Source: an optimization exercise on an open RTL-to-GDS flow (aim: small area). Production flows keep margins and buffers that such runs may drop. Function was checked by simulation only, so behaviour that the tests miss may differ from the original. The clock input has no modelled driver; a real chip could not lean on it and would need a root buffer or a full tree. No activity file was given, so power comes from the tool's default toggle rates.

==> flow/design.v <==
module DP_project(
    input [1:0] mode,
    input start, cancel, door_close, fill_water, drain_water, in_clk,
    output door_lock, fill_valve, drain_valve, motor_bled,
    output [3:0] mode_led,
    output [2:0] status,
    output [4:0] ps_led,
    output [6:0] lcd_out,
    output [7:0] lcd_an
    );
    localparam IDLE = 3'd0, READY = 3'd1, WASH = 3'd2, RINSE = 3'd3, SPIN = 3'd4;
    reg [3:0] c;
    reg [1:0] dd;
    reg       fp;        
    wire c10  = (c == 4'd10);
    wire tick = c10 && !dd[0];
    always @(posedge in_clk) begin
        if (cancel) begin
            c  <= 4'd0;
            dd <= 2'd0;
        end else if (c10) begin
            c  <= 4'd1;
            dd <= dd + 1'b1;
        end else
            c  <= c + 1'b1;
    end
    reg [2:0]  ps;
    reg [1:0]  step;
    reg        e;        
    reg        motor;
    reg [1:0]  ml;       
    reg [7:0]  r;        
    reg [4:0]  d;
    wire st_idle  = (ps == IDLE);
    wire st_ready = (ps == READY);
    wire st_wash  = (ps == WASH);
    wire st_rinse = (ps == RINSE);
    wire st_spin  = (ps == SPIN);
    wire st_wr    = st_wash || st_rinse;
    reg [4:0] dend;
    always @(*) begin
        case (ps)
            WASH:    dend = ml[0] ? 5'd7 : 5'd16;
            RINSE:   dend = ml[1] ? 5'd4 : (ml[0] ? 5'd1 : 5'd2);
            default: dend = (ml == 2'd3) ? 5'd0 : (ml == 2'd2) ? 5'd30 : 5'd28;
        endcase
    end
    wire r0   = (r == 8'd0);
    wire done = r0 && (d == dend);
    reg [4:0] dload;
    always @(*) begin
        case (mode)
            2'd0: dload = 5'd22;
            2'd1: dload = 5'd18;
            2'd2: dload = 5'd16;
            default: dload = 5'd4;
        endcase
    end
    wire [4:0] ddec = (d == 5'd16) ? 5'd9 : d - 1'b1;
    wire [1:0] dmode = {~d[1], d[2] ^ d[1]};
    always @(posedge in_clk) begin
        if (cancel) begin
            ps <= IDLE;
            step <= 2'b10;
            e <= 1'b0;
            motor <= 1'b0;
            ml <= 2'd0;
            r <= 8'd0;
            d <= 5'd0;
        end else if (tick) begin
            if (!motor || done || r == 8'd249)
                r <= 8'd0;
            else
                r <= r + 1'b1;
            if (st_idle)
                d <= dload;
            else if (motor && r0)
                d <= ddec;
            case (ps)
                IDLE: begin
                    if (start && door_close) begin
                        ps <= READY;
                        step[0] <= 1'b0;
                    end else if (start) begin
                        step[0] <= 1'b1;
                    end else begin
                        e <= 1'b1;
                        step <= 2'b00;
                        ml <= mode;
                    end
                end
                READY: begin
                    e <= 1'b0;
                    step <= 2'b00;
                    ml <= dmode;
                    ps <= (dmode[1] == 1'b0) ? WASH : (dmode[0] ? SPIN : RINSE);
                end
                WASH, RINSE: begin
                    case (step)
                        2'd0: begin
                            e <= 1'b1;
                            step <= {1'b0, fill_water};
                        end
                        2'd1: begin
                            motor <= 1'b1;
                            if (done) step <= 2'd2;
                        end
                        2'd2: begin
                            motor <= 1'b0;
                            if (drain_water) step <= 2'd3;
                        end
                        default: begin
                            if (!e)
                                step <= 2'd0;
                            else begin
                                e <= 1'b0;
                                ps <= st_wash ? RINSE : SPIN;
                            end
                        end
                    endcase
                end
                default: begin  
                    if (!done) begin
                        e <= 1'b1;
                        motor <= 1'b1;
                    end else begin
                        e <= 1'b0;
                        motor <= 1'b0;
                        step <= 2'b00;
                        ps <= IDLE;
                    end
                end
            endcase
        end
    end
    wire z  = (st_idle || st_ready) && step[1];
    wire rd = st_idle && step[0];
    assign door_lock   = !st_idle;
    assign motor_bled  = motor;
    assign fill_valve  = st_wr && ((step == 2'd0 && e) || (step == 2'd1 && !motor));
    assign drain_valve = st_wr && ((step == 2'd2 && !motor) || (step == 2'd3 && e));
    assign mode_led    = z ? 4'b0000 : (4'b0001 << ml);
    assign status      = !st_idle ? 3'b010 :
                         rd ? 3'b001 : e ? 3'b100 : z ? 3'b000 : 3'b010;
    reg [4:0] psl;
    always @(*) begin
        if (st_idle || st_ready)
            psl = z ? 5'b00000 : e ? 5'b00001 : 5'b10000;
        else if (st_wash)
            psl = e ? 5'b00100 : 5'b00010;
        else if (st_rinse)
            psl = e ? 5'b01000 : (ml == 2'd2 ? 5'b00010 : 5'b00100);
        else
            psl = e ? 5'b10000 : (ml == 2'd3 ? 5'b00010 : 5'b01000);
    end
    assign ps_led = psl;
    wire       ten  = d[4] && !d[3];
    wire [3:0] unit = {d[3] && !d[4], d[2:0] & {3{!(d[4] && d[3])}}};
    reg [3:0] ustore;    
    reg       tb;        
    reg       tstore;    
    always @(posedge in_clk) begin
        if (cancel) begin
            ustore <= 4'd0;
            tb <= 1'b0;
            tstore <= 1'b0;
            fp <= 1'b1;
        end else if (tick) begin
            if (!dd[1]) begin
                ustore <= unit;
                tb <= ten;
            end else begin
                tstore <= ten;
                fp <= 1'b0;
            end
        end
    end
    reg [3:0] dig;
    reg       blank;
    reg [1:0] an;
    always @(*) begin
        blank = 1'b0;
        dig = 4'd0;
        an = 2'b01;
        if (c == 4'd0) begin
            blank = 1'b1;
            an = 2'b11;
        end else case (dd)
            2'd0: begin
                an = 2'b10;
                if (c == 4'd1) begin
                    blank = fp;
                    dig = {3'b000, tstore};
                    an = fp ? 2'b10 : 2'b01;
                end else if (c == 4'd2)
                    dig = ustore;
                else
                    dig = unit;
            end
            2'd1: begin
                if (c == 4'd1) begin
                    dig = ustore;
                    an = 2'b10;
                end else if (c == 4'd2) begin
                    blank = fp;
                    dig = {3'b000, tstore};
                end else if (c == 4'd3)
                    dig = {3'b000, tb};
                else
                    dig = {3'b000, ten};
            end
            2'd2: dig = {3'b000, ten};
            default: dig = {3'b000, tstore};
        endcase
    end
    reg [6:0] seg;
    always @(*) begin
        case (dig)
            4'd0: seg = 7'b1000000;
            4'd1: seg = 7'b1111001;
            4'd2: seg = 7'b0100100;
            4'd3: seg = 7'b0110000;
            4'd4: seg = 7'b0011001;
            4'd5: seg = 7'b0010010;
            4'd6: seg = 7'b0000010;
            4'd7: seg = 7'b1111000;
            4'd8: seg = 7'b0000000;
            default: seg = 7'b0010000;
        endcase
    end
    assign lcd_out = blank ? 7'b1111111 : seg;
    assign lcd_an  = {6'b111111, an};
endmodule
clock: 15.0 ns
lec_check: 0
cap_margin: 20
core_margin: 2
core_utilization: 40
place_density: 0.6
slew_margin: 20
standard.sh (not shown) runs the stock make flow with config.mk's settings and CLKGATE_MAP_FILE= SYNTH_SCRIPT=/design/flow/synth_recipe.tcl, a recipe that flattens the netlist after the stock synthesis.
==> flow/flow/run.sh <==
#!/bin/bash
bash standard.sh > standard_sh.log 2>&1
The baseline passed the timing, design-rule and antenna checks.
Then changed:
==> flow/run.sh (new file) <==
#!/bin/bash
# synth_recipe.tcl (not shown) runs the flow's synth.tcl, then flattens the netlist and writes it again
# the make line also repeats each setting of config.mk as NAME=value (left out here)
make -C /OpenROAD-flow-scripts/flow DESIGN_CONFIG=/design/flow/config.mk WORK_HOME=/design/flow/orfs CLKGATE_MAP_FILE= SYNTH_SCRIPT=/design/flow/synth_recipe.tcl finish
ABC_AREA = 1   (was default)
removed: flow/flow/run.sh
removed: flow/standard.sh
Result: Area after synthesis is lower by 9.4%. Cell count is higher by 1.9%. Clock power falls by 21%. Power falls by 16%. Design area came out lower by 8.0%. Utilization is about the same.
Then changed:
==> flow/flow/run.sh (new file) <==
#!/bin/bash
set -euo pipefail
here=$(pwd)
export MY_ABC_SCRIPT=$here/flow/area.abc
bash standard.sh ADDER_MAP_FILE= SYNTH_SCRIPT=$here/flow/my_synth.tcl synth > synth.log 2>&1
bash standard.sh ADDER_MAP_FILE= SYNTH_SCRIPT=$here/flow/my_synth.tcl finish > finish.log 2>&1
==> flow/flow/area.abc (new file) <==
strash
&get -n
&deepsyn -T 30
&put
strash
dch -f
map -a
topo
==> flow/flow/my_synth.tcl (new file) <==
# The standard flow's synthesis (synth_recipe.tcl) with one change: the final abc
# mapping runs an area-oriented script (flow/area.abc) in place of the
# platform's.
proc synth {args} { yosys synth -nofsm -noshare {*}$args }
proc abc {args} {
  set i [lsearch -exact $args -script]
  if {$i >= 0} {
    set args [lreplace $args [expr {$i+1}] [expr {$i+1}] $::env(MY_ABC_SCRIPT)]
  }
  yosys abc {*}$args
}
source $::env(SCRIPTS_DIR)/synth.tcl
# left out here: clear keep_hierarchy, flatten, clean up, hide names made inside functions, write 1_2_yosys.v
==> flow/standard.sh (new file) <==
#!/bin/bash
# synth_recipe.tcl (not shown) runs the flow's synth.tcl, then flattens the netlist and writes it again
# the make line also repeats each setting of config.mk as NAME=value (left out here)
make -C /OpenROAD-flow-scripts/flow DESIGN_CONFIG=/design/flow/config.mk WORK_HOME=/design/flow/orfs CLKGATE_MAP_FILE= SYNTH_SCRIPT=/design/flow/synth_recipe.tcl "${@:-finish}"
removed: flow/run.sh
Result: Total power came out lower by 3.3%. Setup slack degrades by 0.24 ns. Core utilization came out higher by 3.8 points.

* * *

Another version of the RTL of DP_project (not shown whole).
For scale: roughly 33 flip-flops, about 39 I/O pins, about 1700 um^2 of cells after synthesis.
clock: 15.0 ns
lec_check: 0
abc_area: 1
cap_margin: 20
core_margin: 2
core_utilization: 40
place_density: 0.6
slew_margin: 20
==> flow/flow/run.sh <==
#!/bin/bash
# The standard layout (standard.sh) with these changes:
#  - synthesis: no adder-cell extraction, and the final abc mapping uses an
#    area script, tried with several seeds, keeping the smallest netlist
#    (flow/my_synth.tcl, flow/area.abc); registers are untouched;
#  - every port still gets a buffer, of the smallest buffer cell (buf_1);
#  - clock tree of clkbuf_4 cells, without dummy loads;
#  - the constant outputs share one tie cell (no tie fanout repair).
# Each step writes its full output to its own log in this folder.
set -euo pipefail
here=$(pwd)
export MY_ABC_SCRIPT=$here/flow/area.abc
export MY_ABC_SEEDS="3"
args=(ADDER_MAP_FILE=
      SYNTH_SCRIPT=$here/flow/my_synth.tcl
      SKIP_REPAIR_TIE_FANOUT=1
      "BUFFER_PORTS_ARGS=-buffer_cell sky130_fd_sc_hd__buf_1"
      "CTS_ARGS=-sink_clustering_enable -repair_clock_nets -buf_list sky130_fd_sc_hd__clkbuf_4 -dont_use_dummy_load -sink_clustering_size 16 -sink_clustering_max_diameter 1000 -sink_clustering_levels 1")
bash standard.sh "${args[@]}" synth > synth.log 2>&1
bash standard.sh "${args[@]}" finish > finish.log 2>&1
==> flow/flow/area.abc <==
strash
&get -n
&deepsyn -T 25 -S @SEED@
&put
strash
dch -f
amap
topo
==> flow/flow/my_synth.tcl <==
# The standard flow's synthesis (synth_recipe.tcl) with one change: the final abc
# mapping runs an area-oriented script (flow/area.abc) several times with
# different random seeds for its &deepsyn step, and keeps the smallest
# result by liberty cell area.
proc synth {args} { yosys synth -nofsm -noshare {*}$args }
proc abc {args} {
  set i [lsearch -exact $args -script]
  set lib [lindex $args [expr {[lsearch -exact $args -liberty] + 1}]]
  set seeds $::env(MY_ABC_SEEDS)
  set tmpl [read [open $::env(MY_ABC_SCRIPT)]]
  yosys design -save preabc
  set best -1
  set bestseed [lindex $seeds 0]
  foreach seed $seeds {
    set f $::env(OBJECTS_DIR)/area_s$seed.abc
    set fh [open $f w]
    puts $fh [string map [list @SEED@ $seed] $tmpl]
    close $fh
    set a [lreplace $args [expr {$i+1}] [expr {$i+1}] $f]
    yosys design -load preabc
    yosys abc {*}$a
    yosys tee -q -o $::env(OBJECTS_DIR)/area_s$seed.txt stat -liberty $lib
    set fh [open $::env(OBJECTS_DIR)/area_s$seed.txt r]
    set txt [read $fh]
    close $fh
    regexp {Chip area for module[^:]*:\s*([0-9.]+)} $txt -> area
    puts "abc seed $seed: area $area"
    if {$best < 0 || $area < $best} {
      set best $area
      set bestseed $seed
      yosys design -save bestabc
    }
  }
  puts "abc: keeping seed $bestseed, area $best"
  yosys design -load bestabc
}
source $::env(SCRIPTS_DIR)/synth.tcl
# left out here: clear keep_hierarchy, flatten, clean up, hide names made inside functions, write 1_2_yosys.v
The first run completed with no timing, DRC or antenna violations.
Next try:
--- a/flow/flow/run.sh
+++ b/flow/flow/run.sh
@@ -11,10 +11,10 @@
 here=$(pwd)
 export MY_ABC_SCRIPT=$here/flow/area.abc
-export MY_ABC_SEEDS="3"
+export MY_ABC_SEEDS="1 2 3 4 5 6"
 args=(ADDER_MAP_FILE=
       SYNTH_SCRIPT=$here/flow/my_synth.tcl
       SKIP_REPAIR_TIE_FANOUT=1
       "BUFFER_PORTS_ARGS=-buffer_cell sky130_fd_sc_hd__buf_1"
-      "CTS_ARGS=-sink_clustering_enable -repair_clock_nets -buf_list sky130_fd_sc_hd__clkbuf_4 -dont_use_dummy_load -sink_clustering_size 16 -sink_clustering_max_diameter 1000 -sink_clustering_levels 1")
+      "CTS_ARGS=-sink_clustering_enable -repair_clock_nets -buf_list sky130_fd_sc_hd__clkbuf_4 -dont_use_dummy_load")
 bash standard.sh "${args[@]}" synth > synth.log 2>&1
 bash standard.sh "${args[@]}" finish > finish.log 2>&1
- The changed run finished with timing, DRC and antenna clean
- clock power falls by about 3%
- area after synthesis fell by 1.4%
- wire length went down by 3.1%
- via count came out lower by 1.6%
- worst setup slack degrades by 0.015 ns
- design area came out lower by 0.91%
- global-route usage shrinks by 0.78 points
Next try:
--- a/flow/flow/run.sh
+++ b/flow/flow/run.sh
@@ -6,13 +6,13 @@
 #  - every port still gets a buffer, of the smallest buffer cell (buf_1);
 #  - clock tree of clkbuf_4 cells, without dummy loads;
-#  - the constant outputs share one tie cell (no tie fanout repair).
-# Each step writes its full output to its own log in this folder.
+#  - the constant outputs share one tie cell (no tie fanout repair);
 set -euo pipefail
 here=$(pwd)
 export MY_ABC_SCRIPT=$here/flow/area.abc
-export MY_ABC_SEEDS="1 2 3 4 5 6"
+export MY_ABC_SEEDS="1 2 3 4 5 6 7 8"
 args=(ADDER_MAP_FILE=
       SYNTH_SCRIPT=$here/flow/my_synth.tcl
       SKIP_REPAIR_TIE_FANOUT=1
+      POST_CTS_TCL=$here/flow/post_cts.tcl
       "BUFFER_PORTS_ARGS=-buffer_cell sky130_fd_sc_hd__buf_1"
       "CTS_ARGS=-sink_clustering_enable -repair_clock_nets -buf_list sky130_fd_sc_hd__clkbuf_4 -dont_use_dummy_load")
==> flow/flow/area.abc (replaced) <==
strash
&get -n
&deepsyn -T 30 -S @SEED@
&put
strash
dch -f
amap
topo
==> flow/flow/post_cts.tcl (new file) <==
set block [ord::get_db_block]
set port_net [[$block findBTerm in_clk] getNet]
set loads [$port_net getITerms]
if { [llength $loads] == 1 } {
  set root [[lindex $loads 0] getInst]
  set root_out ""
  foreach it [$root getITerms] {
    if { [$it isOutputSignal] } { set root_out [$it getNet] }
  }
  if { $root_out ne "" } {
    set sinks [$root_out getITerms]
    set ok 1
    set bufs {}
    foreach it $sinks {
      if { [$it isOutputSignal] } { continue }
      set inst [$it getInst]
      if { ![string match "sky130_fd_sc_hd__clkbuf_*" [[$inst getMaster] getName]] } { set ok 0 }
      lappend bufs $it
    }
    if { $ok && [llength $bufs] > 0 && [llength $bufs] <= 4 && [llength [$root_out getBTerms]] == 0 } {
      foreach it $bufs {
        $it disconnect
        $it connect $port_net
      }
      [lindex $loads 0] disconnect
      odb::dbInst_destroy $root
      odb::dbNet_destroy $root_out
      puts "post_cts: removed root clock buffer, clock port drives [llength $bufs] clock buffers"
    } else {
      puts "post_cts: clock tree left as built"
    }
  }
}
Outcome:
- The changed run finished clean
- design area came out lower by 0.40%
- total power goes down by 4.5%
- fmax rose by 3.3%
- die area stays the same
- setup slack improved by 0.17 ns
- first-iteration DRC count went down by 15%
- routed wire length came out lower by 1.0%
- final cell count drops by 0.31%
- via count is lower by 0.46%
Next try:
==> flow/flow/run.sh (replaced) <==
#!/bin/bash
# The standard layout (standard.sh) with these changes:
#  - synthesis: no adder-cell extraction, and the final abc mapping uses an
#    area script, tried with several seeds, keeping the smallest netlist
#    (flow/my_synth.tcl, flow/area.abc); registers are untouched;
#  - every port still gets a buffer, of the smallest buffer cell (buf_1);
#  - clock tree of clkbuf_4 cells, without dummy loads;
#  - the constant outputs share one tie cell (no tie fanout repair).
# Each step writes its full output to its own log in this folder.
set -euo pipefail
here=$(pwd)
export MY_ABC_SCRIPT=$here/flow/area.abc
export MY_ABC_SEEDS="3"
args=(ADDER_MAP_FILE=
      SYNTH_SCRIPT=$here/flow/my_synth.tcl
      SKIP_REPAIR_TIE_FANOUT=1
      "BUFFER_PORTS_ARGS=-buffer_cell sky130_fd_sc_hd__buf_1"
      "CTS_ARGS=-repair_clock_nets -buf_list sky130_fd_sc_hd__clkbuf_4 -dont_use_dummy_load")
bash standard.sh "${args[@]}" synth > synth.log 2>&1
bash standard.sh "${args[@]}" finish > finish.log 2>&1
==> flow/flow/area.abc (replaced) <==
strash
&get -n
&deepsyn -T 25 -S @SEED@
&put
strash
dch -f
amap
topo
removed: flow/flow/post_cts.tcl
Effect: Final area went up by 1.3%. Count of clock-buffer cells in the layout went up by 1. Routed wire length went up by 4.3%. Sequential power went up by about 0.6%. Cell count went up by 0.62%. Worst setup slack loses 0.16 ns. Clock skew went up by 0.0040 ns. Global-route usage went up by 0.96 points. Worst hold slack gains 0.0069 ns.
Next try:
--- a/flow/flow/run.sh
+++ b/flow/flow/run.sh
@@ -15,6 +15,7 @@
       SYNTH_SCRIPT=$here/flow/my_synth.tcl
       SKIP_REPAIR_TIE_FANOUT=1
+      POST_CTS_TCL=$here/flow/post_cts.tcl
       "BUFFER_PORTS_ARGS=-buffer_cell sky130_fd_sc_hd__buf_1"
-      "CTS_ARGS=-repair_clock_nets -buf_list sky130_fd_sc_hd__clkbuf_4 -dont_use_dummy_load")
+      "CTS_ARGS=-sink_clustering_enable -repair_clock_nets -buf_list sky130_fd_sc_hd__clkbuf_4 -dont_use_dummy_load")
 bash standard.sh "${args[@]}" synth > synth.log 2>&1
 bash standard.sh "${args[@]}" finish > finish.log 2>&1
==> flow/flow/post_cts.tcl (new file) <==
set block [ord::get_db_block]
set port_net [[$block findBTerm in_clk] getNet]
set loads [$port_net getITerms]
if { [llength $loads] == 1 } {
  set root [[lindex $loads 0] getInst]
  set root_out ""
  foreach it [$root getITerms] {
    if { [$it isOutputSignal] } { set root_out [$it getNet] }
  }
  if { $root_out ne "" } {
    set sinks [$root_out getITerms]
    set ok 1
    set bufs {}
    foreach it $sinks {
      if { [$it isOutputSignal] } { continue }
      set inst [$it getInst]
      if { ![string match "sky130_fd_sc_hd__clkbuf_*" [[$inst getMaster] getName]] } { set ok 0 }
      lappend bufs $it
    }
    if { $ok && [llength $bufs] > 0 && [llength $bufs] <= 4 && [llength [$root_out getBTerms]] == 0 } {
      foreach it $bufs {
        $it disconnect
        $it connect $port_net
      }
      [lindex $loads 0] disconnect
      odb::dbInst_destroy $root
      odb::dbNet_destroy $root_out
      puts "post_cts: removed root clock buffer, clock port drives [llength $bufs] clock buffers"
    } else {
      puts "post_cts: clock tree left as built"
    }
  }
}
Effect:
- The changed run ran to the end with no violations
- wire length stays flat
- count of clock-buffer cells in the layout fell by 1
- hold slack barely changes
- synthesized area rose by 0.86%
- sequential share of layout area drops by 0.18 points
- clock skew climbs by 0.0052 ns
- register-to-register slack improved by 0.14 ns
- utilization goes down by 2.0 points

## port drivers added, routing unchanged
In the flow no input, the clock included, has a driving cell. The finished layouts below were timed again as built, in two steps. Step 1 (the two cells are an assumption about what drives the block):
set clk [get_ports {in_clk}]
set_driving_cell -lib_cell sky130_fd_sc_hd__clkbuf_16 $clk
set_driving_cell -lib_cell sky130_fd_sc_hd__buf_2 [delete_from_list [all_inputs] $clk]
Step 2, shift: input delay + t, output delay - t, t = (earliest + latest rising clock arrival at the registers) / 2. This alone moves slack from input paths to output paths. a / b / c = ideal / step 1 / step 2; a / b = the first two.
| run | shift t [ns] | setup WS [ns] | worst hold slack (ns) | worst register clock-pin slew, ns | worst data-port slew with drivers (ns) |
|---|---|---|---|---|---|
| the first run of note 1 | 0.311 | 8.796 / 8.767 / 9.078 | 0.487 / 0.487 / 0.487 | 0.08 / 0.08 | 0.03 |
| the second run of note 1 | 0.318 | 9.183 / 9.154 / 9.471 | 0.464 / 0.464 / 0.464 | 0.08 / 0.08 | 0.04 |
| the third run of note 1 | 0.309 | 8.947 / 8.923 / 9.232 | 0.462 / 0.462 / 0.462 | 0.07 / 0.07 | 0.04 |
| the first run of note 2 | 0.343 | 9.694 / 9.669 / 9.991 | 0.454 / 0.454 / 0.454 | 0.10 / 0.10 | 0.03 |
| the second run of note 2 | 0.345 | 9.679 / 9.653 / 9.998 | 0.447 / 0.447 / 0.447 | 0.10 / 0.10 | 0.03 |
| the third run of note 2 | 0.194 | 9.850 / 9.806 / 10.000 | 0.447 / 0.447 / 0.447 | 0.09 / 0.09 | 0.03 |
| the fourth run of note 2 | 0.343 | 9.694 / 9.669 / 9.991 | 0.454 / 0.454 / 0.454 | 0.10 / 0.10 | 0.03 |
| the fifth run of note 2 | 0.195 | 9.812 / 9.768 / 9.962 | 0.455 / 0.455 / 0.455 | 0.10 / 0.10 | 0.03 |
After both steps setup and hold are still met in every run listed.
